Source: an optimization exercise on an open RTL-to-GDS flow (aim: small area, a short achievable clock period and few clock cycles). Production flows keep margins and buffers that such runs may drop. Where RTL was checked, it was by simulation tests only, not by an equivalence proof against the original. Power and IR drop assume default switching activity.

old:
==> flow/design.v (excerpt) <==
module gemm_controller #(
  parameter int MAX_ELEMS = 16384,
  parameter mp_types::prec_e PREC = mp_types::PREC_INT8
)(
  input  logic        clk,
  input  logic        rstn,
  input  logic        start,
  input  logic [15:0] M, K, Ncols,
  output logic        done,
  output logic [$clog2(MAX_ELEMS)-1:0] addr_A,
  input  logic [31:0]                  data_A,
  output logic [$clog2(MAX_ELEMS)-1:0] addr_B,
  input  logic [31:0]                  data_B,
  output logic [$clog2(MAX_ELEMS)-1:0] addr_C,
  output logic [31:0]                  data_C,
  output logic                         we_C
);
==> module gemm_controller, before the edit <==
module gemm_controller #(
  parameter int MAX_ELEMS = 16384,
  parameter mp_types::prec_e PREC = mp_types::PREC_INT8
)(
  input  logic        clk,
  input  logic        rstn,
  input  logic        start,
  input  logic [15:0] M, K, Ncols,
  output logic        done,
  output logic [$clog2(MAX_ELEMS)-1:0] addr_A,
  input  logic [31:0]                  data_A,
  output logic [$clog2(MAX_ELEMS)-1:0] addr_B,
  input  logic [31:0]                  data_B,
  output logic [$clog2(MAX_ELEMS)-1:0] addr_C,
  output logic [31:0]                  data_C,
  output logic                         we_C
);
  localparam int AW = $clog2(MAX_ELEMS);
  logic          run;
  logic [AW-1:0] krem, jrem, irem;
  logic          lk, lj, li;       
  logic          kf;               
  logic          dk;               
  logic [AW-1:0] Kw, Nw, Mw;
  assign Kw = K[AW-1:0];
  assign Nw = Ncols[AW-1:0];
  assign Mw = M[AW-1:0];
  logic [AW-1:0] Kr, Nr1;
  always_ff @(posedge clk) begin
    Kr  <= Kw;
    Nr1 <= Nw - 1'b1;
  end
  logic [AW-1:0] csel, cdec;
  logic          cis2;
  assign csel = !lk ? krem : (!lj ? jrem : irem);
  assign cdec = csel - 1'b1;
  assign cis2 = (csel == AW'(2));
  logic k1, n1, m1;
  assign k1 = (Kw == AW'(1));
  assign n1 = (Nw == AW'(1));
  assign m1 = (Mw == AW'(1));
  logic lk_n, lj_n, dk_n;
  assign lk_n = (!run | lk) ? k1 : cis2;
  assign lj_n = !run ? n1 : (!lk ? lj : (!lj ? cis2 : n1));
  assign dk_n = !run | (lk ^ dk);
  logic zB, invB, ciB;
  always_ff @(posedge clk) begin
    zB   <= lk_n & ~lj_n;
    invB <= lk_n ? lj_n : ~dk_n;
    ciB  <= lk_n | dk_n;
  end
  logic [AW-1:0] opA, opB, sumA, sumB;
  assign opA  = lk ? Kr : {{(AW-1){~dk}}, 1'b1};
  assign opB  = (zB ? AW'(0) : Nr1) ^ {AW{invB}};
  assign sumB = addr_B + opB + AW'(ciB);
  assign sumA = addr_A + opA;
  always_ff @(posedge clk) begin
    if (!rstn)     run <= 1'b0;
    else if (!run) run <= start;
    else           run <= ~(lk & lj & li);
  end
  always_ff @(posedge clk) begin
    if (!run) begin
      addr_A <= '0;
      addr_B <= '0;
      dk     <= 1'b1;
      kf     <= 1'b1;
      krem   <= Kw;   lk <= k1;
      jrem   <= Nw;   lj <= n1;
      irem   <= Mw;   li <= m1;
    end else begin
      kf <= lk;
      if (!lk | lj) addr_A <= sumA;    
      addr_B <= sumB;
      if (!lk) begin
        krem <= cdec;
        lk   <= cis2;
      end else begin
        dk   <= ~dk;
        krem <= Kw;
        lk   <= k1;
        if (!lj) begin
          jrem <= cdec;
          lj   <= cis2;
        end else begin
          jrem <= Nw;
          lj   <= n1;
          irem <= cdec;
          li   <= cis2;
        end
      end
    end
  end
  logic f1_first, f1_last, f1_fin;
  logic f2_first, f2_last, f2_fin;
  logic f3_first, f3_last, f3_fin;
  logic f4_first, f4_last, f4_fin;
  always_ff @(posedge clk) begin
    if (!rstn) begin
      f1_last <= 1'b0; f1_fin <= 1'b0;
      f2_last <= 1'b0; f2_fin <= 1'b0;
      f3_last <= 1'b0; f3_fin <= 1'b0;
      f4_last <= 1'b0; f4_fin <= 1'b0;
      we_C <= 1'b0; done <= 1'b0;
    end else begin
      f1_last <= run & lk;
      f1_fin  <= run & lk & lj & li;
      f2_last <= f1_last; f2_fin <= f1_fin;
      f3_last <= f2_last; f3_fin <= f2_fin;
      f4_last <= f3_last; f4_fin <= f3_fin;
      we_C <= f4_last;
      done <= f4_fin;
    end
  end
  always_ff @(posedge clk) begin
    f1_first <= kf;
    f2_first <= f1_first;
    f3_first <= f2_first;
    f4_first <= f3_first;
  end
  always_ff @(posedge clk) begin
    if (start)     addr_C <= '0;
    else if (we_C) addr_C <= addr_C + 1'b1;
  end
  logic [7:0]  a_r, b_r;
  logic [14:0] ms, mc, s_r, c_r;
  logic [15:0] p;
  logic [29:0] acc;
  mul8_cs u_mul (.a(a_r), .b(b_r), .s(ms), .c(mc));
  logic [16:0] lows;
  logic [13:0] hi, hinc, hdec, hnew;
  logic        s_inc, s_dec, s_hold, s_ones;
  assign lows   = {1'b0, acc[15:0]} + {1'b0, p};
  assign hi     = acc[29:16];
  assign hinc   = hi + 1'b1;
  assign hdec   = hi - 1'b1;
  assign s_inc  = ~f4_first & lows[16] & ~p[15];
  assign s_dec  = ~f4_first & ~lows[16] & p[15];
  assign s_hold = ~f4_first & (lows[16] == p[15]);
  assign s_ones = f4_first & p[15];
  assign hnew   = ({14{s_inc}} & hinc) | ({14{s_dec}} & hdec) | ({14{s_hold}} & hi) | {14{s_ones}};
  always_ff @(posedge clk) begin
    a_r <= data_A[7:0];
    b_r <= data_B[7:0];
    s_r <= ms;
    c_r <= mc;
    p   <= {1'b0, s_r} + {1'b0, c_r} - 16'h8000;
    acc <= {hnew, f4_first ? p : lows[15:0]};
  end
  assign data_C = {{2{acc[29]}}, acc};
endmodule
export LEC_CHECK = 0
export CAP_MARGIN = 20
export CORE_MARGIN = 2
export CORE_UTILIZATION = 40
export CTS_BUF_LIST = sky130_fd_sc_hd__clkbuf_4
export CTS_CLUSTER_DIAMETER = 40
export CTS_CLUSTER_SIZE = 10
export PLACE_DENSITY = 0.6
export SETUP_SLACK_MARGIN = 5
export SLEW_MARGIN = 20
create_clock -name core_clock -period 8.0 [get_ports {clk}]
standard.sh (not shown) runs the stock make flow with config.mk's settings and CLKGATE_MAP_FILE= SYNTH_SCRIPT=/design/flow/synth_recipe.tcl, a recipe that flattens the netlist after the stock synthesis.
==> flow/flow/run.sh <==
#!/bin/bash
set -euo pipefail
bash standard.sh BUFFER_PORTS_ARGS="-buffer_cell sky130_fd_sc_hd__buf_1" finish > standard_flow.log 2>&1
The following lists how new was set up differently from old:
--- a/flow/design.v
+++ b/flow/design.v
@@ -324,17 +324,14 @@
   logic [29:0] acc;
   mul8_cs u_mul (.a(a_r), .b(b_r), .s(ms), .c(mc));
   logic [16:0] lows;
-  logic [13:0] hi, hinc, hdec, hnew;
-  logic        s_inc, s_dec, s_hold, s_ones;
-  assign lows   = {1'b0, acc[15:0]} + {1'b0, p};
-  assign hi     = acc[29:16];
-  assign hinc   = hi + 1'b1;
-  assign hdec   = hi - 1'b1;
-  assign s_inc  = ~f4_first & lows[16] & ~p[15];
-  assign s_dec  = ~f4_first & ~lows[16] & p[15];
-  assign s_hold = ~f4_first & (lows[16] == p[15]);
-  assign s_ones = f4_first & p[15];
-  assign hnew   = ({14{s_inc}} & hinc) | ({14{s_dec}} & hdec) | ({14{s_hold}} & hi) | {14{s_ones}};
+  logic [13:0] hi, hinc, hdec, hc0, hc1, hnew;
+  assign lows = {1'b0, acc[15:0]} + {1'b0, p};
+  assign hi   = acc[29:16];
+  assign hinc = hi + 1'b1;
+  assign hdec = hi - 1'b1;
+  assign hc0  = f4_first ? {14{p[15]}} : (p[15] ? hdec : hi);
+  assign hc1  = f4_first ? {14{p[15]}} : (p[15] ? hi : hinc);
+  assign hnew = lows[16] ? hc1 : hc0;
   always_ff @(posedge clk) begin
     a_r <= data_A[7:0];
     b_r <= data_B[7:0];
[summary]
old has higher final cycle utilization of the critical path than new. XOR/XNOR share of the synthesized area across old and new: no real change. old and new ended up with roughly the same number of distinct library cells after synthesis. new — internal power component about 5.4% higher, old as reference. Compared with old, in new synthesized netlist cell count shows a reduction of 4.3%, combinational share of power lost 2.9 points, number of inserted filler cells in the final layout lost 64. Fraction of area in multi-input gates, old and new: smaller value in new. Summary of new over old: fmax +about 1.1%, global-route wire length before repair -about 5.3%, multi-input logic cell count dropped 46.
Testbench counts of new, summed over its fixed seeds: cycles 75,253.
Function not checked in old: the RTL went through the layout flow alone.

* * *

== run a ==
gemm_controller, a different RTL version from the one above (not shown whole).
Size in the first run: about 230 flip-flops.
==> module gemm_controller, before the edit <==
module gemm_controller #(
  parameter int MAX_ELEMS = 16384,
  parameter mp_types::prec_e PREC = mp_types::PREC_INT8
)(
  input  logic        clk,
  input  logic        rstn,
  input  logic        start,
  input  logic [15:0] M, K, Ncols,
  output logic        done,
  output logic [$clog2(MAX_ELEMS)-1:0] addr_A,
  input  logic [31:0]                  data_A,
  output logic [$clog2(MAX_ELEMS)-1:0] addr_B,
  input  logic [31:0]                  data_B,
  output logic [$clog2(MAX_ELEMS)-1:0] addr_C,
  output logic [31:0]                  data_C,
  output logic                         we_C
);
  localparam int AW = $clog2(MAX_ELEMS);
  logic          run;
  logic [AW-1:0] krem, jrem, irem;
  logic          lk, lj, li;       
  logic          kf;               
  logic          dk, dj;           
  logic [AW-1:0] Kw, Nw, Mw;
  assign Kw = K[AW-1:0];
  assign Nw = Ncols[AW-1:0];
  assign Mw = M[AW-1:0];
  logic [AW-1:0] Kr, Nr;
  always_ff @(posedge clk) begin
    Kr <= Kw;
    Nr <= Nw;
  end
  logic [AW-1:0] csel, cdec;
  logic          cis2;
  assign csel = !lk ? krem : (!lj ? jrem : irem);
  assign cdec = csel - 1'b1;
  assign cis2 = (csel == AW'(2));
  logic [AW-1:0] opA, opB, sumA, sumB;
  logic          negB;
  assign opA  = lk ? Kr : {{(AW-1){~dk}}, 1'b1};
  assign negB = lk ? ~dj : ~dk;
  assign opB  = (lk ? AW'(1) : Nr) ^ {AW{negB}};
  assign sumA = addr_A + opA;
  assign sumB = addr_B + opB + AW'(negB);
  always_ff @(posedge clk) begin
    if (!rstn)     run <= 1'b0;
    else if (!run) run <= start;
    else           run <= ~(lk & lj & li);
  end
  always_ff @(posedge clk) begin
    if (!run) begin
      addr_A <= '0;
      addr_B <= '0;
      dk     <= 1'b1;
      dj     <= 1'b1;
      kf     <= 1'b1;
      krem   <= Kw;   lk <= (K == 16'd1);
      jrem   <= Nw;   lj <= (Ncols == 16'd1);
      irem   <= Mw;   li <= (M == 16'd1);
    end else begin
      kf <= lk;
      if (!lk | lj) addr_A <= sumA;    
      if (!lk | !lj) addr_B <= sumB;   
      if (!lk) begin
        krem <= cdec;
        lk   <= cis2;
      end else begin
        dk   <= ~dk;
        krem <= Kw;
        lk   <= (K == 16'd1);
        if (!lj) begin
          jrem <= cdec;
          lj   <= cis2;
        end else begin
          dj   <= ~dj;
          jrem <= Nw;
          lj   <= (Ncols == 16'd1);
          irem <= cdec;
          li   <= cis2;
        end
      end
    end
  end
  logic f1_first, f1_last, f1_row, f1_fin;
  logic f2_first, f2_last, f2_row, f2_fin;
  logic f3_first, f3_last, f3_row, f3_fin;
  logic f4_first, f4_last, f4_row, f4_fin;
  logic w_row, dc;
  always_ff @(posedge clk) begin
    if (!rstn) begin
      f1_last <= 1'b0; f1_fin <= 1'b0;
      f2_last <= 1'b0; f2_fin <= 1'b0;
      f3_last <= 1'b0; f3_fin <= 1'b0;
      f4_last <= 1'b0; f4_fin <= 1'b0;
      we_C <= 1'b0; done <= 1'b0;
    end else begin
      f1_last <= run & lk;
      f1_fin  <= run & lk & lj & li;
      f2_last <= f1_last; f2_fin <= f1_fin;
      f3_last <= f2_last; f3_fin <= f2_fin;
      f4_last <= f3_last; f4_fin <= f3_fin;
      we_C <= f4_last;
      done <= f4_fin;
    end
  end
  always_ff @(posedge clk) begin
    f1_first <= kf;        f1_row <= lk & lj;
    f2_first <= f1_first;  f2_row <= f1_row;
    f3_first <= f2_first;  f3_row <= f2_row;
    f4_first <= f3_first;  f4_row <= f3_row;
    w_row    <= f4_row;
  end
  logic [AW-1:0] sumC;
  assign sumC = addr_C + (w_row ? Nr : {{(AW-1){~dc}}, 1'b1});
  always_ff @(posedge clk) begin
    if (start) begin
      addr_C <= '0;
      dc     <= 1'b1;
    end else if (we_C) begin
      addr_C <= sumC;
      if (w_row) dc <= ~dc;
    end
  end
  logic [7:0]  a_r, b_r;
  logic [14:0] ms, mc, s_r, c_r;
  logic [15:0] p;
  logic [29:0] acc;
  mul8_cs u_mul (.a(a_r), .b(b_r), .s(ms), .c(mc));
  logic [29:0] aeff;
  logic [16:0] lows;
  logic [13:0] hi, hinc, hdec, hnew;
  assign aeff = f4_first ? 30'd0 : acc;
  assign lows = {1'b0, aeff[15:0]} + {1'b0, p};
  assign hi   = aeff[29:16];
  assign hinc = hi + 1'b1;
  assign hdec = hi - 1'b1;
  assign hnew = (lows[16] & ~p[15]) ? hinc : ((~lows[16] & p[15]) ? hdec : hi);
  always_ff @(posedge clk) begin
    a_r <= data_A[7:0];
    b_r <= data_B[7:0];
    s_r <= ms;
    c_r <= mc;
    p   <= {1'b0, s_r} + {1'b0, c_r} - 16'h8000;
    acc <= {hnew, lows[15:0]};
  end
  assign data_C = {{2{acc[29]}}, acc};
endmodule
Settings: LEC_CHECK=0, CAP_MARGIN=20, CORE_MARGIN=2, CORE_UTILIZATION=40, PLACE_DENSITY=0.6, SETUP_SLACK_MARGIN=5, SLEW_MARGIN=20; clock period 8.0 ns.
run.sh (not shown) runs the stock make flow with config.mk's settings and CLKGATE_MAP_FILE= SYNTH_SCRIPT=/design/flow/synth_recipe.tcl, a recipe that flattens the netlist after the stock synthesis.
Stock flow here: none of the scripts above is used.
> inputs changed (run a -> run b)
diff --git a/flow/design.v b/flow/design.v
--- a/flow/design.v
+++ b/flow/design.v
@@ -279,33 +279,29 @@
   end
   logic f1_first, f1_last, f1_row, f1_fin;
   logic f2_first, f2_last, f2_row, f2_fin;
   logic f3_first, f3_last, f3_row, f3_fin;
-  logic f4_first, f4_last, f4_row, f4_fin;
   logic w_row, dc;
   always_ff @(posedge clk) begin
     if (!rstn) begin
       f1_last <= 1'b0; f1_fin <= 1'b0;
       f2_last <= 1'b0; f2_fin <= 1'b0;
       f3_last <= 1'b0; f3_fin <= 1'b0;
-      f4_last <= 1'b0; f4_fin <= 1'b0;
       we_C <= 1'b0; done <= 1'b0;
     end else begin
       f1_last <= run & lk;
       f1_fin  <= run & lk & lj & li;
       f2_last <= f1_last; f2_fin <= f1_fin;
       f3_last <= f2_last; f3_fin <= f2_fin;
-      f4_last <= f3_last; f4_fin <= f3_fin;
-      we_C <= f4_last;
-      done <= f4_fin;
+      we_C <= f3_last;
+      done <= f3_fin;
     end
   end
   always_ff @(posedge clk) begin
     f1_first <= kf;        f1_row <= lk & lj;
     f2_first <= f1_first;  f2_row <= f1_row;
     f3_first <= f2_first;  f3_row <= f2_row;
-    f4_first <= f3_first;  f4_row <= f3_row;
-    w_row    <= f4_row;
+    w_row    <= f3_row;
   end
   logic [AW-1:0] sumC;
   assign sumC = addr_C + (w_row ? Nr : {{(AW-1){~dc}}, 1'b1});
   always_ff @(posedge clk) begin
@@ -318,26 +314,27 @@
     end
   end
   logic [7:0]  a_r, b_r;
   logic [14:0] ms, mc, s_r, c_r;
-  logic [15:0] p;
   logic [29:0] acc;
   mul8_cs u_mul (.a(a_r), .b(b_r), .s(ms), .c(mc));
   logic [29:0] aeff;
+  logic [14:0] x, y;
   logic [16:0] lows;
-  logic [13:0] hi, hinc, hdec, hnew;
-  assign aeff = f4_first ? 30'd0 : acc;
-  assign lows = {1'b0, aeff[15:0]} + {1'b0, p};
-  assign hi   = aeff[29:16];
+  logic [14:0] hi, hinc, hdec, hnew;
+  assign aeff = f3_first ? 30'd0 : acc;
+  assign x    = aeff[14:0] ^ s_r ^ c_r;
+  assign y    = (aeff[14:0] & s_r) | (aeff[14:0] & c_r) | (s_r & c_r);
+  assign lows = {2'b0, x} + {1'b0, y, 1'b0};
+  assign hi   = aeff[29:15];
   assign hinc = hi + 1'b1;
   assign hdec = hi - 1'b1;
-  assign hnew = (lows[16] & ~p[15]) ? hinc : ((~lows[16] & p[15]) ? hdec : hi);
+  assign hnew = lows[16] ? hinc : (lows[15] ? hi : hdec);
   always_ff @(posedge clk) begin
     a_r <= data_A[7:0];
     b_r <= data_B[7:0];
     s_r <= ms;
     c_r <= mc;
-    p   <= {1'b0, s_r} + {1'b0, c_r} - 16'h8000;
-    acc <= {hnew, lows[15:0]};
+    acc <= {hnew, lows[14:0]};
   end
   assign data_C = {{2{acc[29]}}, acc};
 endmodule
[summary]
Comparing run a and run b, layout overhead on the synthesized area is higher on run b. Per the comparison of run b with run a, highest clock frequency the design can meet moved down; synthesized cell count moved down; global-route usage went up; hold slack decreased 4.7 ps. Per the comparison of run b with run a, number of buffers inserted by post-CTS setup repair now larger, global-route wire length before repair picked up an extra 2.6%, final core utilization +1.7 points, portion of total power attributed to the clock network dropped 3.3 points.
Function was not checked in any run of this note: the RTL went through the layout flow alone.

==> afterwards: timing with drivers on the ports <==
Ports are ideal in the flow. The routed layouts listed here were re-timed in OpenROAD. Step 1: set_driving_cell puts a clkbuf_16 on clk and a buf_2 on each other input, an assumption about the parent block. Step 2 times the ports against the registers' clock, not the clock port: input delays grow and output delays shrink by t, the midpoint of the rising clock arrivals with the driver on. a / b / c = no drivers / after step 1 / after step 2; a / b = the first two.
run | t, ns | setup WS [ns] | clock arrival spread, ns
old | 0.668 | 5.036 / 5.036 / 4.871 | 0.086 / 0.087
new | 0.656 | 5.068 / 5.058 / 4.859 | 0.050 / 0.050
run a | 0.568 | 4.829 / 4.829 / 4.780 | 0.017 / 0.017
run b | 0.565 | 4.701 / 4.701 / 4.677 | 0.011 / 0.010
After both steps every run listed still meets setup and hold. For new, which loses most, drivers alone change the setup slack by -0.010 ns; drivers and shift together by -0.209 ns.
